This is an optimization exercise on Yosys and OpenROAD, whose aim is small area, not a production implementation.
In this exercise RTL edits were held to simulation tests only and were not proved equivalent to the original.
No driver is modelled on the clock port, so clock power and skew are understated where the tree is cut down; a real chip needs a root buffer or a tree.
Power and IR drop assume default switching activity.

## v10
==> flow/design.v <==
module motor_driver (
    input wire clk,
    input wire rst,
    input wire fwd_in,
    input wire bwd_in,
    input wire left_in,
    input wire right_in,
    input wire stop_in,
    input wire ld_left,
    input wire ld_right,
    output wire [3:0] m1_out,   
    output wire [3:0] m2_out,   
    output reg  [2:0] state
);
  localparam STOP = 0, FORWARD = 1, BACKWARD = 2, LEFT = 3, RIGHT = 4;
  always @(posedge clk) begin
    if (rst == 1) begin
      state <= STOP;
    end else if (stop_in == 1) begin
      state <= STOP;
    end else if (fwd_in == 1) begin
      if (ld_left == 1) begin
        state <= RIGHT;
      end else if (ld_right == 1) begin
        state <= LEFT;
      end else begin
        state <= FORWARD;
      end
    end else if (bwd_in == 1) begin
      state <= BACKWARD;
    end else if (right_in == 1) begin
      state <= RIGHT;
    end else if (left_in == 1) begin
      state <= LEFT;
    end else begin
      state <= STOP;
    end
  end
  wire m1_fwd = state[2] | (state[0] & ~state[1]);   
  wire m2_fwd = state[0];                             
  wire m_bwd  = state[1] & ~state[0];                 
  assign m1_out = {m1_fwd, m_bwd, m1_fwd, m_bwd};
  assign m2_out = {m2_fwd, m_bwd, m2_fwd, m_bwd};
endmodule
module parking_sensor #(
    parameter MODE = 0
) (
    input  wire clk,
    input  wire rst,
    input  wire echo,
    input  wire slow_on,   
    input  wire fast_on,   
    output reg  signal
);
  function [21:0] inc;
    input [21:0] q;
    integer i;
    reg c;
    begin
      c = 1'b1;
      for (i = 0; i < 22; i = i + 1) begin
        inc[i] = q[i] ^ c;
        c = c & q[i];
      end
    end
  endfunction
  function lt;
    input [21:0] x;
    input [21:0] k;
    integer i;
    reg r;
    begin
      r = 1'b0;
      for (i = 0; i < 22; i = i + 1)
        r = k[i] ? (~x[i] | r) : (~x[i] & r);
      lt = r;
    end
  endfunction
  localparam PS_MODE_STOP = 0, PS_MODE_BEEP = 1;
  localparam CYCLES_PER_CM = 29;
  localparam DIST_CONST = 10 * CYCLES_PER_CM;
  localparam DIST_FAST = 15 * CYCLES_PER_CM;
  localparam DIST_SLOW = 20 * CYCLES_PER_CM;
  localparam DIST_STOP = 30 * CYCLES_PER_CM;
  reg [21:0] echo_width;
  always @(posedge clk) begin
    if (rst | ~echo) echo_width <= 0;
    else echo_width <= inc(echo_width);
  end
  wire hi_zero = ~|echo_width[21:10];
  wire [9:0] lo = echo_width[9:0];
  wire measure = ~echo & (~hi_zero | (|lo));
  generate
    if (MODE == PS_MODE_STOP) begin : g_stop
      reg near;
      always @(posedge clk) begin
        if (rst) near <= 0;
        else if (measure) near <= hi_zero & lt(lo, DIST_STOP + 1);
      end
      localparam [21:0] ALT = 22'h2aaaaa;
      reg [21:0] timer_reg;
      wire [21:0] timer = timer_reg ^ ALT;
      reg detectable;
      wire [21:0] timer_next = {timer[20:0], ~(timer[21] ^ timer[20])};
      wire detect_end   = &(~(timer ^ 22'h0c7a40) | ~22'h25ce7b);   
      wire hold_end     = &(~(timer ^ 22'h300600) | ~22'h3efbfd);   
      wire cooldown_end = &(~(timer ^ 22'h2f0273) | ~22'h3dffff);   
      always @(posedge clk) begin
        if (rst) begin
          timer_reg <= ALT;
          detectable <= 1;
          signal <= 0;
        end else if (detectable) begin
          if (~near) begin
            signal <= 0;
            timer_reg <= ALT;
          end else if (~signal) begin
            if (detect_end) begin
              signal <= 1;
              timer_reg <= ALT;
            end else timer_reg <= timer_next ^ ALT;
          end else begin
            if (hold_end) begin
              signal <= 0;
              detectable <= 0;
              timer_reg <= ALT;
            end else timer_reg <= timer_next ^ ALT;
          end
        end else begin
          if (cooldown_end) begin
            detectable <= 1;
            timer_reg <= ALT;
          end else timer_reg <= timer_next ^ ALT;
        end
      end
    end else begin : g_beep
      reg [1:0] cls;
      always @(posedge clk) begin
        if (rst) cls <= 0;
        else if (measure) begin
          if (~hi_zero | ~lt(lo, DIST_SLOW + 1)) cls <= 0;
          else if (~lt(lo, DIST_FAST + 1)) cls <= 1;
          else if (~lt(lo, DIST_CONST + 1)) cls <= 2;
          else cls <= 3;
        end
      end
      always @(posedge clk) begin
        if (rst) signal <= 0;
        else
          case (cls)
            2'd0: signal <= 0;
            2'd1: signal <= slow_on;
            2'd2: signal <= fast_on;
            default: signal <= 1;
          endcase
      end
    end
  endgenerate
endmodule
module main (
    input wire clk,
    input wire rst,
    input wire fwd_in,
    input wire bwd_in,
    input wire left_in,
    input wire right_in,
    input wire stoplight_in,
    input wire stopsign_in,
    input wire failsafe_in,
    output wire [3:0] m1_out,
    output wire [3:0] m2_out,
    output wire [2:0] md_state,
    input  wire echo_fwd,
    output wire trig_fwd,
    input  wire echo_bwd1,
    output wire trig_bwd1,
    input  wire echo_bwd2,
    output wire trig_bwd2,
    output wire beep_bwd1,
    output wire beep_bwd2,
    input  wire buzzer_in,
    output wire buzzer,
    input wire ld_left,
    input wire ld_right
);
  localparam PS_MODE_STOP = 0, PS_MODE_BEEP = 1;
  wire stop_in, ps_signal_fwd, ps_signal_bwd1, ps_signal_bwd2;
  assign stop_in = stopsign_in | stoplight_in | failsafe_in | ps_signal_fwd;
  assign buzzer  = buzzer_in | ps_signal_fwd;
  assign beep_bwd1 = ps_signal_bwd1;
  assign beep_bwd2 = ps_signal_bwd2;
  localparam [21:0] ALT = 22'h2aaaaa;
  reg [15:0] trig_reg;
  wire [15:0] trig_timer = trig_reg ^ ALT[15:0];
  wire trig_wrap = &(~(trig_timer ^ 16'h20da) | ~16'hffbf);
  always @(posedge clk) begin
    if (rst | trig_wrap) trig_reg <= ALT[15:0];
    else trig_reg <= {trig_timer[14:0], ~(trig_timer[15] ^ trig_timer[6])} ^ ALT[15:0];
  end
  wire trig = ~|trig_timer[15:5] & trig_timer[1] & trig_timer[0] &
              (~trig_timer[4] | trig_timer[2]);
  assign trig_fwd  = trig;
  assign trig_bwd1 = trig;
  assign trig_bwd2 = trig;
  reg [16:0] beep_reg;
  wire [16:0] beep_timer = beep_reg ^ ALT[16:0];
  reg [1:0] beep_quarter;
  reg beep_last;
  wire beep_step_end = &(~(beep_timer ^ 17'h18e84) | ~17'h1fffb);
  always @(posedge clk) begin
    if (rst | beep_step_end | beep_last) beep_reg <= ALT[16:0];
    else beep_reg <= {beep_timer[15:0], ~(beep_timer[16] ^ beep_timer[13])} ^ ALT[16:0];
    if (rst | beep_last) beep_quarter <= 0;
    else if (beep_step_end & ~&beep_quarter) beep_quarter <= beep_quarter + 1'b1;
    beep_last <= ~rst & beep_step_end & (&beep_quarter);
  end
  wire slow_on = ~beep_quarter[1];
  wire fast_on = ~beep_quarter[0] | beep_last;
  motor_driver md (
      .clk(clk),
      .rst(rst),
      .fwd_in(fwd_in),
      .bwd_in(bwd_in),
      .left_in(left_in),
      .right_in(right_in),
      .stop_in(stop_in),
      .ld_left(ld_left),
      .ld_right(ld_right),
      .m1_out(m1_out),
      .m2_out(m2_out),
      .state(md_state)
  );
  parking_sensor #(.MODE(PS_MODE_STOP)) ps_fwd (
      .clk(clk),
      .rst(rst),
      .echo(echo_fwd),
      .slow_on(slow_on),
      .fast_on(fast_on),
      .signal(ps_signal_fwd)
  );
  parking_sensor #(.MODE(PS_MODE_BEEP)) ps_bwd1 (
      .clk(clk),
      .rst(rst),
      .echo(echo_bwd1),
      .slow_on(slow_on),
      .fast_on(fast_on),
      .signal(ps_signal_bwd1)
  );
  parking_sensor #(.MODE(PS_MODE_BEEP)) ps_bwd2 (
      .clk(clk),
      .rst(rst),
      .echo(echo_bwd2),
      .slow_on(slow_on),
      .fast_on(fast_on),
      .signal(ps_signal_bwd2)
  );
endmodule
clock: 20.0 ns
lec_check: 0
cap_margin: 20
core_margin: 2
core_utilization: 65
cts_buf_list: sky130_fd_sc_hd__clkbuf_8
slew_margin: 20
standard.sh (not shown) runs the stock make flow with config.mk's settings and CLKGATE_MAP_FILE= SYNTH_SCRIPT=/design/flow/synth_recipe.tcl, a recipe that flattens the netlist after the stock synthesis.
==> flow/flow/run.sh <==
#!/bin/bash
# Own layout flow: the standard flow (standard.sh) with three changes.
#  1. After the standard synthesis, the gates between the flip-flops are mapped
#     again for area (remap.tcl, ABC script remap.abc). The flip-flops, their
#     names and cell types are those of the standard synthesis.
#  2. The port buffers are the smallest buffer, buf_1.
#  3. After clock tree synthesis, the clock tree is rebuilt from inverters
#     (clock.tcl): the clock port drives one root inverter, which drives 8
#     leaf inverters, each driving one cluster of flip-flops; the flip-flops
#     see the clock through two inversions, i.e. in its own polarity.
# Every tool's full output goes to a log of its own in this folder (and ORFS
# keeps each step's log under orfs/logs/).
set -euo pipefail
work=$(pwd)
R=$work/orfs/results/$FLOW_PLATFORM/main/base
YOSYS=$(command -v yosys || echo "$FLOW_HOME/../tools/install/yosys/bin/yosys")

bash standard.sh synth > 1_standard_synth.log 2>&1

cp "$R/1_2_yosys.v" "$R/1_2_yosys_standard.v"
REMAP_LIB=$FLOW_HOME/platforms/$FLOW_PLATFORM/lib/sky130_fd_sc_hd__tt_025C_1v80.lib \
REMAP_IN=$R/1_2_yosys_standard.v REMAP_OUT=$R/1_2_yosys.v \
REMAP_DONT_USE="$(cat flow/dont_use.txt)" REMAP_ABC=$work/flow/remap.abc \
REMAP_STAT=$work/remap_stat.txt \
  "$YOSYS" -c flow/remap.tcl > 1_remap.log 2>&1

# rebuild the synthesis database from the remapped netlist
bash standard.sh do-1_synth > 1_synth_odb.log 2>&1

export CLOCK_PORT=clk CLOCK_LEAVES=8 CLOCK_LEAF_CELL=sky130_fd_sc_hd__inv_8 CLOCK_ROOT_CELL=sky130_fd_sc_hd__inv_8
bash standard.sh \
  "POST_CTS_TCL=$work/flow/clock.tcl" \
  "CTS_ARGS=-sink_clustering_enable -repair_clock_nets -dont_use_dummy_load -buf_list sky130_fd_sc_hd__clkbuf_8" \
  "BUFFER_PORTS_ARGS=-buffer_cell sky130_fd_sc_hd__buf_1" \
  finish > 2_layout.log 2>&1
==> flow/flow/clock.tcl <==
set leaves $::env(CLOCK_LEAVES)
set leaf_cell $::env(CLOCK_LEAF_CELL)
set root_cell $::env(CLOCK_ROOT_CELL)
if { [string match "*inv*" $leaf_cell] != [string match "*inv*" $root_cell] } {
  error "clock.tcl: the root and leaf cells must both be inverters or both buffers"
}
set block [ord::get_db_block]
set root [$block findNet $::env(CLOCK_PORT)]

proc out_iterm { inst } {
  foreach it [$inst getITerms] { if { [$it isOutputSignal] } { return $it } }
  error "no output on [$inst getName]"
}

# the buffers of the old tree, and the flip-flop clock pins it reaches
set old_insts {}
set old_nets {}
set sinks {}
set ok 1
set todo [list $root]
while { [llength $todo] } {
  set net [lindex $todo 0]
  set todo [lrange $todo 1 end]
  foreach it [$net getITerms] {
    if { ![$it isInputSignal] } { continue }
    set inst [$it getInst]
    set master [$inst getMaster]
    if { [$master isSequential] } {
      lappend sinks $it
    } elseif { [regexp {^sky130_fd_sc_hd__(clk)?buf_[0-9]+$} [$master getName]] } {
      lappend old_insts $inst
      set onet "NULL"
      foreach oit [$inst getITerms] { if { [$oit isOutputSignal] } { set onet [$oit getNet] } }
      if { $onet ne "NULL" } {
        lappend old_nets $onet
        lappend todo $onet
      }
    } else {
      puts "clock.tcl: [$inst getName] ([$master getName]) on the clock tree; keeping the CTS tree"
      set ok 0
    }
  }
}
puts "clock.tcl: [llength $sinks] clock sinks, [llength $old_insts] old tree buffers"

if { $ok && [llength $sinks] > 0 } {
  # positions of the sinks
  set pts {}
  foreach it $sinks {
    set bb [[$it getInst] getBBox]
    lappend pts [list [expr { ([$bb xMin] + [$bb xMax]) / 2.0 }] [expr { ([$bb yMin] + [$bb yMax]) / 2.0 }]]
  }
  set n [llength $pts]
  # k-means, started from sinks spread along the sorted x+y order
  set order [lsort -real -indices [lmap p $pts { expr { [lindex $p 0] + [lindex $p 1] } }]]
  set cents {}
  for { set k 0 } { $k < $leaves } { incr k } {
    lappend cents [lindex $pts [lindex $order [expr { int(($k + 0.5) * $n / $leaves) }]]]
  }
  for { set iter 0 } { $iter < 50 } { incr iter } {
    set assign {}
    foreach p $pts {
      set best 0
      set bd 1e30
      for { set k 0 } { $k < $leaves } { incr k } {
        set c [lindex $cents $k]
        set d [expr { abs([lindex $p 0] - [lindex $c 0]) + abs([lindex $p 1] - [lindex $c 1]) }]
        if { $d < $bd } { set bd $d; set best $k }
      }
      lappend assign $best
    }
    set new {}
    for { set k 0 } { $k < $leaves } { incr k } {
      set sx 0.0; set sy 0.0; set m 0
      foreach p $pts a $assign {
        if { $a == $k } { set sx [expr { $sx + [lindex $p 0] }]; set sy [expr { $sy + [lindex $p 1] }]; incr m }
      }
      if { $m } { lappend new [list [expr { $sx / $m }] [expr { $sy / $m }]] } else { lappend new [lindex $cents $k] }
    }
    if { $new eq $cents } { break }
    set cents $new
  }

  # take the old tree apart
  foreach it $sinks { $it disconnect }
  foreach inst $old_insts { odb::dbInst_destroy $inst }
  foreach net $old_nets { odb::dbNet_destroy $net }

  # the root
  set leaf_root $root
  if { $root_cell ne "" } {
    set sx 0.0; set sy 0.0
    foreach p $pts { set sx [expr { $sx + [lindex $p 0] }]; set sy [expr { $sy + [lindex $p 1] }] }
    set buf [odb::dbInst_create $block [[ord::get_db] findMaster $root_cell] "clkbuf_root"]
    $buf setLocation [expr { int($sx / $n) }] [expr { int($sy / $n) }]
    $buf setPlacementStatus PLACED
    set leaf_root [odb::dbNet_create $block "clknet_root"]
    $leaf_root setSigType CLOCK
    [$buf findITerm A] connect $root
    [out_iterm $buf] connect $leaf_root
  }

  # the new leaves
  set master [[ord::get_db] findMaster $leaf_cell]
  for { set k 0 } { $k < $leaves } { incr k } {
    set m 0
    foreach a $assign { if { $a == $k } { incr m } }
    if { !$m } { continue }
    set buf [odb::dbInst_create $block $master "clkbuf_leaf_$k"]
    set c [lindex $cents $k]
    $buf setLocation [expr { int([lindex $c 0]) }] [expr { int([lindex $c 1]) }]
    $buf setPlacementStatus PLACED
    set net [odb::dbNet_create $block "clknet_leaf_$k"]
    $net setSigType CLOCK
    [$buf findITerm A] connect $leaf_root
    [out_iterm $buf] connect $net
    foreach it $sinks a $assign { if { $a == $k } { $it connect $net } }
    puts "clock.tcl: leaf $k drives $m flip-flops"
  }
  detailed_placement
  check_placement -verbose
  estimate_parasitics -placement
  report_clock_skew
  report_check_types -max_slew -max_capacitance -violators
}
==> flow/flow/remap.abc <==
&get -n
&st
&syn2
&dch -f
&nf -R 1000 -p -F 8
&st
&syn3
&dch -f
&nf -R 1000 -p -F 8
&st
&syn2
&dch -f
&nf -R 1000 -p -F 8
&st
&syn3
&dch -f
&nf -R 1000 -p -F 8
&put
Other scripts of this flow, unchanged in this note and not shown: flow/flow/dont_use.txt, flow/flow/remap.tcl
Per the final summary, v10 finished and its layout is clean on timing, DRC and antenna.
Edits applied to the flow inputs when going from v10 to v54:
-- flow/flow/run.sh --
<<< v10, line 8
#     (clock.tcl): the clock port drives one root inverter, which drives 8
>>> v54, line 8
#     (clock.tcl): the clock port drives one root inverter, which drives 16
<<< v10, line 30
export CLOCK_PORT=clk CLOCK_LEAVES=8 CLOCK_LEAF_CELL=sky130_fd_sc_hd__inv_8 CLOCK_ROOT_CELL=sky130_fd_sc_hd__inv_8
>>> v54, line 30
export CLOCK_PORT=clk CLOCK_LEAVES=16 CLOCK_LEAF_CELL=sky130_fd_sc_hd__inv_6 CLOCK_ROOT_CELL=sky130_fd_sc_hd__inv_12
- Every stage of the flow completed for v10, and the final layout passed the timing, design-rule and antenna checks.
- No stage failed in v54, and the final checks on the layout all came back clean.
- Comparing v54 against v10, there is no change at all in tap cell instance count.
- Hold slack for v54 is lower than for v10.
- From v54 to v10, post-route fraction of the period consumed by the critical path did not move at all.
- Relative to v10, final instance area has increased by 55 um^2 in v54.
- Compared with v10, v54 shows relative area change from synthesis to final layout higher by 1.2 points.
- v54 against v10: wire length per cell after detailed routing fell by 1.2%, power share of the clock group went up by 3.4 points, overall global routing resource usage held, slew at the pin with the worst max-slew slack decreased by 0.0038 ns relative to the old numbers.
#### Input delta (v46 over v54)
-- flow/flow/run.sh --
<<< v54, line 8
#     (clock.tcl): the clock port drives one root inverter, which drives 16
>>> v46, line 8
#     (clock.tcl): the clock port drives one root inverter, which drives 10
<<< v54, line 30
export CLOCK_PORT=clk CLOCK_LEAVES=16 CLOCK_LEAF_CELL=sky130_fd_sc_hd__inv_6 CLOCK_ROOT_CELL=sky130_fd_sc_hd__inv_12
>>> v46, line 30
export CLOCK_PORT=clk CLOCK_LEAVES=10 CLOCK_LEAF_CELL=sky130_fd_sc_hd__inv_8 CLOCK_ROOT_CELL=sky130_fd_sc_hd__inv_12
Findings:
- From v54 to v46 the numbers moved as follows: met3 capacity usage during global routing -0.59 points, part of the total power dissipated in combinational logic ~0 delta, clock skew +0.0076 ns.
- v46 went all the way through the flow, and no timing, DRC or antenna check failed.
Input changes introduced in v29 (baseline for comparison: v46):
-- flow/flow/run.sh --
<<< v46, line 7
#  3. After clock tree synthesis, the clock tree is rebuilt from inverters
#     (clock.tcl): the clock port drives one root inverter, which drives 10
#     leaf inverters, each driving one cluster of flip-flops; the flip-flops
#     see the clock through two inversions, i.e. in its own polarity.
>>> v29, line 7
#  3. Clock tree synthesis uses clkbuf_8 and adds no dummy loads.
<<< v46, line 30
export CLOCK_PORT=clk CLOCK_LEAVES=10 CLOCK_LEAF_CELL=sky130_fd_sc_hd__inv_8 CLOCK_ROOT_CELL=sky130_fd_sc_hd__inv_12
>>> v29, line 27
<<< v46, line 32
  "POST_CTS_TCL=$work/flow/clock.tcl" \
>>> v29, line 28
-- flow/flow/clock.tcl --
<<< v46, line 1
set leaves $::env(CLOCK_LEAVES)
set leaf_cell $::env(CLOCK_LEAF_CELL)
set root_cell $::env(CLOCK_ROOT_CELL)
if { [string match "*inv*" $leaf_cell] != [string match "*inv*" $root_cell] } {
  error "clock.tcl: the root and leaf cells must both be inverters or both buffers"
}
>>> v29, line 1
set leaves [expr { [info exists ::env(CLOCK_LEAVES)] ? $::env(CLOCK_LEAVES) : 4 }]
set leaf_cell [expr { [info exists ::env(CLOCK_LEAF_CELL)] ? $::env(CLOCK_LEAF_CELL) : "sky130_fd_sc_hd__clkbuf_8" }]
<<< v46, line 9

proc out_iterm { inst } {
  foreach it [$inst getITerms] { if { [$it isOutputSignal] } { return $it } }
  error "no output on [$inst getName]"
}
>>> v29, line 5
<<< v46, line 30
    } elseif { [regexp {^sky130_fd_sc_hd__(clk)?buf_[0-9]+$} [$master getName]] } {
>>> v29, line 21
    } elseif { [string match "sky130_fd_sc_hd__clkbuf_*" [$master getName]] ||
               [string match "sky130_fd_sc_hd__buf_*" [$master getName]] } {
<<< v46, line 32
      set onet "NULL"
      foreach oit [$inst getITerms] { if { [$oit isOutputSignal] } { set onet [$oit getNet] } }
>>> v29, line 24
      set out [$inst findITerm X]
      set onet [$out getNet]
<<< v46, line 89
  # the root
  set leaf_root $root
  if { $root_cell ne "" } {
    set sx 0.0; set sy 0.0
    foreach p $pts { set sx [expr { $sx + [lindex $p 0] }]; set sy [expr { $sy + [lindex $p 1] }] }
    set buf [odb::dbInst_create $block [[ord::get_db] findMaster $root_cell] "clkbuf_root"]
    $buf setLocation [expr { int($sx / $n) }] [expr { int($sy / $n) }]
    $buf setPlacementStatus PLACED
    set leaf_root [odb::dbNet_create $block "clknet_root"]
    $leaf_root setSigType CLOCK
    [$buf findITerm A] connect $root
    [out_iterm $buf] connect $leaf_root
  }

>>> v29, line 81
<<< v46, line 115
    [$buf findITerm A] connect $leaf_root
    [out_iterm $buf] connect $net
>>> v29, line 93
    [$buf findITerm A] connect $root
    [$buf findITerm X] connect $net
-- flow/flow/remap.abc --
<<< v46, line 14
&st
&syn3
&dch -f
&nf -R 1000 -p -F 8
>>> v29, line 14
--- outcome ---
Global-route usage in v29 is 1.8 points above v46.
Re multi-input logic area: v29 and v46 aren't equal, and the lower value belongs to v46.
In v29 the via count turned out 122 higher than in v46.
Summary of the comparison: register-to-register slack is higher in v29, relative to v46.
Largest net degree at the start of global routing came out exactly the same in v29 and v46.
Higher fraction of final layout cells with drive strength greater than 1 was reported by v29, not v46.
The worst setup slack after layout in v29 was higher than what v46 gave.
Lower gate count after technology mapping goes to v46 over v29.
Against v46, v29 comes in 1 higher on number of detailed-routing iterations run before antenna repair.
The clock cells of v10, v54 and v46 come from the design's own scripts or RTL, not from TritonCTS.

[port drivers added, routing unchanged]
Ports are ideal in the flow. The routed layouts listed here were re-timed in OpenROAD. Step 1 assumes that a clkbuf_16 drives the clock port and a buf_2 every other input. Step 2 adds t to the input delays and takes it off the output delays; t is the mean of the earliest and latest rising clock arrival at the registers after step 1. Input paths then give back, and output paths get back, about the clock's delay inside the block. Slacks: no drivers / after step 1 / after step 2; pairs: no drivers / after step 1.
| run | t, ns | setup slack, ns | worst setup path after step 2 | clock arrival spread, ns | worst data-port slew with drivers (ns) |
|---|---|---|---|---|---|
| v10 | 0.245 | 11.617 / 11.595 / 11.595 | input to output | 0.031 / 0.031 | 0.03 |
| v54 | 0.247 | 11.618 / 11.595 / 11.595 | input to output | 0.031 / 0.030 | 0.03 |
| v46 | 0.230 | 11.617 / 11.595 / 11.595 | input to output | 0.039 / 0.039 | 0.03 |
| v29 | 0.429 | 11.622 / 11.597 / 11.597 | input to output | 0.026 / 0.026 | 0.03 |
After both steps setup and hold are still met in every run listed. The setup slack of v29, which loses most, moves by -0.025 ns with the drivers and by -0.025 ns with both steps.
